From an optimization exercise on the open Yosys and OpenROAD flow, aimed at small area and a short achievable clock period; shortcuts taken in it are not production practice. Where RTL was checked, it was by simulation tests only, not by an equivalence proof against the original. Power is estimated from default activity; no workload was simulated.

## wip/fjord
Design topmod, start of the top module:
module topmod (rst_n,clk,SS_n,MISO,MOSI);
input  MOSI,SS_n,rst_n,clk ;
output MISO;
wire rx_valid,tx_valid;
wire [9:0] rx_data;
wire [7:0] tx_data;
rram RAM_INTERFACE(.din(rx_data),.clk(clk),.rst_n(rst_n),.rx_valid(rx_valid),.dout(tx_data),.tx_valid(tx_valid));
SPI SPI_INTERFACE(.tx_valid(tx_valid),.tx_data(tx_data),.rx_valid(rx_valid),.rx_data(rx_data),.rst_n(rst_n),.clk(clk),.SS_n(SS_n),.MISO(MISO),.MOSI(MOSI));
endmodule 
For scale: about 6700 cells after synthesis, about 2300 flip-flops, about 5 I/O pins, about 72000 um^2 of cells after synthesis.
Settings: LEC_CHECK=0, CAP_MARGIN=20, CORE_MARGIN=2, CORE_UTILIZATION=62, CTS_CLUSTER_DIAMETER=60, CTS_CLUSTER_SIZE=25, SETUP_SLACK_MARGIN=2.0, SLEW_MARGIN=20; clock period 4.2 ns.
run.sh (not shown) runs the stock make flow with config.mk's settings and CLKGATE_MAP_FILE= SYNTH_SCRIPT=/design/flow/synth_recipe.tcl, a recipe that flattens the netlist after the stock synthesis.
Changes in wip/sierra relative to wip/fjord:
Settings: CTS_CLUSTER_DIAMETER: 60 -> 80; CTS_CLUSTER_SIZE: 25 -> 30.
Results
Of wip/sierra and wip/fjord, it is wip/sierra that has the lower total power draw.
Re static leakage power: wip/fjord was higher than wip/sierra.
Area fraction in compound gates after synthesis of wip/sierra is on par with wip/fjord.
Relative to wip/fjord, share of the cycle needed by the critical path after routing decreased by 0.57 points in wip/sierra.
Any difference in power in combinational cells between wip/sierra and wip/fjord is small enough to ignore.
Edits applied to the flow inputs when going from wip/sierra to wip/garnet:
Settings: changing SETUP_SLACK_MARGIN from 2.0 to 2.15.
Post-route worst hold slack: wip/sierra vs wip/garnet, no meaningful difference. Diff wip/sierra -> wip/garnet: routed wire length went up; post-layout net count essentially unchanged.
Input changes introduced in wip/onyx (baseline for comparison: wip/garnet):
Settings: changing SETUP_SLACK_MARGIN from 2.15 to 2.0; changing CORE_UTILIZATION from 62 to 55.
[summary]
The proportion of layout cells with a drive suffix above 1 of wip/onyx and that of wip/garnet are within noise of each other. wip/garnet reports its master of the slowest instance on the critical path as nor2_1 while wip/onyx reports inv_6. On power, wip/onyx does worse than wip/garnet. The total routing resource utilization after global routing of wip/onyx falls short of that of wip/garnet by 3.5 points. Reported for wip/garnet and wip/onyx, number of cells on the worst hold path turned out identical to the last digit. wip/onyx reports its end of the critical path as RAM_INTERFACE.grp_n[99] while wip/garnet reports RAM_INTERFACE.cells[764]. For reported max-cap violation count, wip/garnet and wip/onyx come out practically identical. No run among wip/garnet and wip/onyx stopped early or left any final violation; all are clean. Across both runs, total number of placement rows was higher for wip/onyx than for wip/garnet.

---

## run D
The RTL this note starts from:
==> flow/design.v <==
module SPI (tx_valid,tx_data,rx_valid,rx_data,rst_n,clk,SS_n,MISO,MOSI);
parameter IDLE = 3'b000;
parameter CHK_CMD = 3'b001;
parameter READ_ADD = 3'b010;
parameter READ_DATA = 3'b011;
parameter WRITE = 3'b100;
input MOSI,SS_n,rst_n,clk,tx_valid;
input [7:0] tx_data;
output rx_valid,MISO;
output [9:0] rx_data;
reg rx_valid_tmp,MISO_tmp;
reg [9:0] rx_data_tmp;
reg [2:0] cs,ns;
reg [3:0] shift_counter;
reg read_state;
reg state;
always @(posedge clk or negedge rst_n) begin
    if(!rst_n) begin
        cs<=IDLE;
    end
    else begin
        cs<=ns;
    end
end 
always @(cs or MOSI or SS_n or tx_valid or tx_data or state or read_state) begin
    case (cs)
    IDLE:begin
        if(!SS_n) begin
            ns=CHK_CMD;
        end
        else begin
            ns=IDLE;
        end
    end
     CHK_CMD:begin
        if(SS_n) begin
            ns=IDLE;
        end
        else begin
            if(!({SS_n,MOSI}))begin
                ns=WRITE;
            end
            else if((!(SS_n))&&(MOSI)&&(!(state))) begin
                ns=READ_ADD;
            end
            else begin
                ns=READ_DATA;
            end
        end
     end
     READ_ADD:begin
        if(~SS_n) begin
            ns=READ_ADD;
        end
        else begin
            ns=IDLE;
        end
     end   
     READ_DATA:begin
           if(~SS_n) begin
            ns=READ_DATA;
        end
        else begin
            ns=IDLE;
        end
     end
     WRITE:begin
           if(~SS_n) begin
            ns=WRITE;
        end
        else begin
            ns=IDLE;
        end
     end
     default:begin
        ns=IDLE;
     end
    endcase
end
always @(posedge clk ) begin
case(cs)
IDLE:begin
    shift_counter<=10;  
    MISO_tmp<=0;
    rx_data_tmp<=0;
    rx_valid_tmp<=0;
    end
READ_ADD:begin
      if(shift_counter==0) begin
        rx_valid_tmp<=1;
        shift_counter<=10;
    end
    else begin
        rx_data_tmp<={MOSI,rx_data_tmp[9:1]};
        shift_counter<=shift_counter-1;
    end
end
READ_DATA:begin
    if((shift_counter==0)&&(!(read_state))) begin
        shift_counter<=8;
        rx_valid_tmp<=1;
    end
    else if ((shift_counter>0)&&(!(read_state))) begin
         rx_data_tmp<={MOSI,rx_data_tmp[9:1]};
         shift_counter<=shift_counter-1;  rx_valid_tmp<=0;
    end
    else if ((shift_counter==0)&&(read_state)) begin
        shift_counter<=10;
        rx_valid_tmp<=0;
    end
    else if (tx_valid) begin
        MISO_tmp<=tx_data[shift_counter-1];
        shift_counter<=shift_counter-1; rx_valid_tmp<=0;
    end
    end
WRITE:begin
    if(shift_counter==0) begin
        rx_valid_tmp<=1;
    end
    else begin
        rx_data_tmp<={MOSI,rx_data_tmp[9:1]};
        shift_counter<=shift_counter-1;
    end
end
endcase    
end
always @(posedge clk or negedge rst_n) begin
  if(~rst_n) begin
        state<=0;
        read_state<=0;
    end
    else begin
        case (cs)
        IDLE:begin
            read_state<=0;
        end
            READ_ADD:begin
                if(shift_counter==0) begin
                    state<=1;
                end
            end
           READ_DATA:begin
             if((shift_counter==0)&&(!(read_state))) begin
                read_state<=1;
             end
             else if ((shift_counter==0)&&(read_state)) begin
                read_state<=0;
                state<=0;
             end
           end
        endcase
    end   
end
assign MISO=MISO_tmp;
assign rx_data=rx_data_tmp;
assign rx_valid=rx_valid_tmp;
endmodule 
module rram (din,clk,rst_n,rx_valid,dout,tx_valid);
parameter MEM_DEPTH=256;
parameter ADDR_SIZE = 8;
localparam GROUP = 32;
localparam NGRP = MEM_DEPTH/GROUP;
input [9:0] din;
input clk,rst_n,rx_valid;
output [7:0] dout;
output tx_valid;
reg [7:0] dout_tmp;
reg tx_valid_tmp;
reg [ADDR_SIZE-1:0] address_holder;
reg [8*MEM_DEPTH-1:0] cells;
reg phase, phase_d;
reg wr_prev, rd_prev;
reg [7:0] wdata;
reg [8*NGRP-1:0] grp;
wire wr_now = rx_valid & ~din[9] & din[8];
wire rd_now = rx_valid & din[9] & din[8];
wire [7:0] col = wr_prev ? (wdata ^ {8{phase}}) :
                 (wr_now & rst_n) ? (din[7:0] ^ {8{phase}}) : 8'd0;
reg [MEM_DEPTH-1:0] sel;
integer i;
always @* begin
    for (i = 0; i < MEM_DEPTH; i = i + 1)
        sel[i] = (address_holder == i);
end
genvar w, g, b;
generate
for (w = 0; w < MEM_DEPTH; w = w + 1) begin : row
    always @(posedge clk)
        cells[w*8 +: 8] <= ~(({8{sel[w]}} & col) | cells[w*8 +: 8]);
end
for (g = 0; g < NGRP; g = g + 1) begin : stage1
    reg [7:0] acc;
    integer k;
    always @* begin
        acc = 8'd0;
        for (k = 0; k < GROUP; k = k + 1)
            acc = acc | ({8{sel[g*GROUP+k]}} & cells[(g*GROUP+k)*8 +: 8]);
    end
    always @(posedge clk)
        grp[g*8 +: 8] <= acc;
end
endgenerate
reg [7:0] rdv;
integer j;
always @* begin
    rdv = 8'd0;
    for (j = 0; j < NGRP; j = j + 1)
        rdv = rdv | grp[j*8 +: 8];
    rdv = rdv ^ {8{phase_d}};
end
always @(posedge clk) begin
    phase <= ~phase;
    phase_d <= phase;
    wr_prev <= wr_now & rst_n;
    wdata <= din[7:0];
    if (rst_n && rx_valid && !din[8])
        address_holder <= din[7:0];
end
always @(posedge clk or negedge rst_n) begin
    if (!rst_n) begin
        dout_tmp <= 0;
        tx_valid_tmp <= 0;
        rd_prev <= 0;
    end else begin
        rd_prev <= rd_now;
        if (rd_now | rd_prev)
            dout_tmp <= rdv;
        if (rd_now)
            tx_valid_tmp <= 1;
    end
end
assign dout=dout_tmp;
assign tx_valid=tx_valid_tmp;
endmodule
module topmod (rst_n,clk,SS_n,MISO,MOSI);
input  MOSI,SS_n,rst_n,clk ;
output MISO;
wire rx_valid,tx_valid;
wire [9:0] rx_data;
wire [7:0] tx_data;
rram RAM_INTERFACE(.din(rx_data),.clk(clk),.rst_n(rst_n),.rx_valid(rx_valid),.dout(tx_data),.tx_valid(tx_valid));
SPI SPI_INTERFACE(.tx_valid(tx_valid),.tx_data(tx_data),.rx_valid(rx_valid),.rx_data(rx_data),.rst_n(rst_n),.clk(clk),.SS_n(SS_n),.MISO(MISO),.MOSI(MOSI));
endmodule 
clock: 4.2 ns
lec_check: 0
cap_margin: 20
core_margin: 2
core_utilization: 40
slew_margin: 20
Run D finished every stage and its layout cleared the timing, design-rule and antenna checks.
> inputs changed (run D -> run C)
Settings: SETUP_SLACK_MARGIN now 1.8, previously not set; CORE_UTILIZATION now 55, was 40.
[summary]
- Relative to run D, run C degrades static leakage.
- Relative to run D, the maximum number of pins on one net before global-route repair measured on run C has increased by a little under 10%.
- Delta (run C minus run D): routed length on met3 went up about 55%; area growth from synthesis to final layout grew by 9.1 points.
- Number of gates on the worst path with buffers counted: run C > run D
- Compared with run D, in run C setup fix buffers added after clock tree synthesis shows an increase of 96; net load switching power increased by 0.49 mW relative to the old numbers.
- met2 wire length ends up lower on run D.
- Run C vs run D, instance count: run C lower
No run of this note included a check of the RTL's function; only the layout flow was run.

---

topmod, a different RTL version from the one above (not shown whole).
Size: about 2,200 flip-flops, ~71,000 sq um of cells after synthesis.
## topmod
module topmod (rst_n,clk,SS_n,MISO,MOSI);
input  MOSI,SS_n,rst_n,clk ;
output MISO;
wire rx_valid,tx_valid;
wire [9:0] rx_data;
wire [7:0] tx_data;
rram RAM_INTERFACE(.din(rx_data),.clk(clk),.rst_n(rst_n),.rx_valid(rx_valid),.dout(tx_data),.tx_valid(tx_valid));
SPI SPI_INTERFACE(.tx_valid(tx_valid),.tx_data(tx_data),.rx_valid(rx_valid),.rx_data(rx_data),.rst_n(rst_n),.clk(clk),.SS_n(SS_n),.MISO(MISO),.MOSI(MOSI));
endmodule 
Settings: LEC_CHECK=0, CAP_MARGIN=20, CORE_MARGIN=2, CORE_UTILIZATION=55, CTS_CLUSTER_DIAMETER=80, CTS_CLUSTER_SIZE=30, SETUP_SLACK_MARGIN=2.0, SLEW_MARGIN=20; clock period 4.2 ns.
The starting point passed the timing, design-rule and antenna checks.
Rerun with:
Settings changed: SETUP_SLACK_MARGIN 2.0 to 1.8.
After rerunning:
- The new run produced a clean layout
- global-route usage fell by 0.88 points
- clock-buffer cell count is unchanged
- synthesized area stays the same
Rerun with:
==> flow/flow/run.sh (new file) <==
#!/bin/bash
# The standard layout (the standard.sh, unchanged synthesis), except that
# the port buffers that global placement inserts are buf_4 cells instead of
# the default pick. The make output goes to flow_make.log here; ORFS keeps
# each step's own log under orfs/logs/.
set -euo pipefail
bash standard.sh "BUFFER_PORTS_ARGS=-buffer_cell sky130_fd_sc_hd__buf_4" finish > flow_make.log 2>&1
==> flow/standard.sh (new file) <==
#!/bin/bash
# synth_recipe.tcl (not shown) runs the flow's synth.tcl, then flattens the netlist and writes it again
# the make line also repeats each setting of config.mk as NAME=value (left out here)
make -C /OpenROAD-flow-scripts/flow DESIGN_CONFIG=/design/flow/config.mk WORK_HOME=/design/flow/orfs CLKGATE_MAP_FILE= SYNTH_SCRIPT=/design/flow/synth_recipe.tcl "${@:-finish}"
Settings changed: SETUP_SLACK_MARGIN 1.8 to 2.0.
removed: flow/run.sh
Outcome: Via count went up by about 2%. Cell area goes up by 1.9%. Flip-flop and latch count does not change. Fmax went up by 3.1%. Routed wire length rose by about 5%.

---

topmod, a different RTL version from the one above (not shown whole).
Size in the first run: about 6700 cells after synthesis, ~2200 flip-flops, roughly 5 I/O pins, about 71000 µm² of cells after synthesis.
Design topmod, start of the top module:
module topmod (rst_n,clk,SS_n,MISO,MOSI);
input  MOSI,SS_n,rst_n,clk ;
output MISO;
wire rx_valid,tx_valid;
wire [9:0] rx_data;
wire [7:0] tx_data;
rram RAM_INTERFACE(.din(rx_data),.clk(clk),.rst_n(rst_n),.rx_valid(rx_valid),.dout(tx_data),.tx_valid(tx_valid));
SPI SPI_INTERFACE(.tx_valid(tx_valid),.tx_data(tx_data),.rx_valid(rx_valid),.rx_data(rx_data),.rst_n(rst_n),.clk(clk),.SS_n(SS_n),.MISO(MISO),.MOSI(MOSI));
endmodule 
Settings: LEC_CHECK=0, CAP_MARGIN=20, CORE_MARGIN=2, CORE_UTILIZATION=65, SETUP_SLACK_MARGIN=2.2, SLEW_MARGIN=20; clock period 4.2 ns.
Stock flow here: none of the scripts above is used.
The baseline stopped in 5_1_grt with DPL-0038.
Next try:
- CORE_UTILIZATION: 65 -> 55
- SETUP_SLACK_MARGIN: 2.2 -> 1.8
After rerunning:
- This time the run completed with no timing, DRC or antenna violations
- synthesized area does not change
- synthesized cell count does not change

---

v6:
topmod, a different RTL version from the one above (not shown whole).
Size: about 6700 cells after synthesis, roughly 2300 flip-flops, ~72000 µm² of cells after synthesis.
clock: 4.2 ns
lec_check: 0
cap_margin: 20
core_margin: 2
core_utilization: 70
cts_cluster_diameter: 80
cts_cluster_size: 30
setup_slack_margin: 2.0
slew_margin: 20
v6 ended with every stage complete and zero timing, DRC or antenna violations.
Input-level comparison between v7 and v6:
- CORE_UTILIZATION changed from 70 to 62
Notes after the runs:
Status: clock latency reported for the late side of the worst-skew pair parity (v6, v7). Global-route wire length before repair: lower on v6. Between v7 and v6, it is v7 whose total power is higher, by 0.40 mW. On HPWL after detailed placement: v7 sits above v6. Compared v6 against v7; switching power share of the total within noise. v7 vs v6: power share of the combinational group down in v7. v7 vs v6 — standard-cell row count climbed by a few percent. The endpoint required time on the critical path number comes out higher for v7 vs v6.

## afterwards: timing with drivers on the ports
The results above use ideal ports. As a check the final layouts listed here were re-extracted and re-timed, cells and wires unchanged. Step 1 (the two cells are an assumption about what drives the block):
set clk [get_ports {clk}]
set_driving_cell -lib_cell sky130_fd_sc_hd__clkbuf_16 $clk
set_driving_cell -lib_cell sky130_fd_sc_hd__buf_2 [delete_from_list [all_inputs] $clk]
Step 2 times the ports against the registers' clock, not the clock port: input delays grow and output delays shrink by t, the midpoint of the rising clock arrivals with the driver on. a / b / c = no drivers / after step 1 / after step 2; a / b = the first two.
| run | shift t [ns] | setup slack, ns | worst slew at a driven data input, ns | cell pins on the clock port's net |
|---|---|---|---|---|
| wip/fjord | 0.836 | 1.936 / 1.936 / 1.435 | 0.03 | 1 |
| wip/sierra | 0.808 | 1.960 / 1.960 / 1.487 | 0.03 | 1 |
| wip/garnet | 0.805 | 1.996 / 1.996 / 1.480 | 0.03 | 1 |
| wip/onyx | 0.837 | 2.005 / 2.001 / 1.591 | 0.05 | 1 |
| run D | 0.906 | 0.666 / 0.666 / 0.666 | 0.03 | 1 |
| run C | 0.908 | 1.396 / 1.396 / 0.988 | 0.03 | 1 |
| the first run of note 3 | 0.807 | 1.903 / 1.827 / 1.956 | 0.07 | 1 |
| the second run of note 3 | 0.802 | 1.785 / 1.785 / 1.785 | 0.07 | 1 |
| the third run of note 3 | 0.823 | 1.859 / 1.859 / 1.859 | 0.06 | 1 |
| the second run of note 4 | 0.899 | 1.671 / 1.671 / 0.874 | 0.04 | 1 |
| v6 | 0.801 | 1.965 / 1.965 / 1.310 | 0.03 | 1 |
| v7 | 0.808 | 1.960 / 1.960 / 1.487 | 0.03 | 1 |
After both steps setup and hold are still met in every run listed. The setup slack of the second run of note 4, which loses most, moves by 0.000 ns with the drivers and by -0.797 ns with both steps.
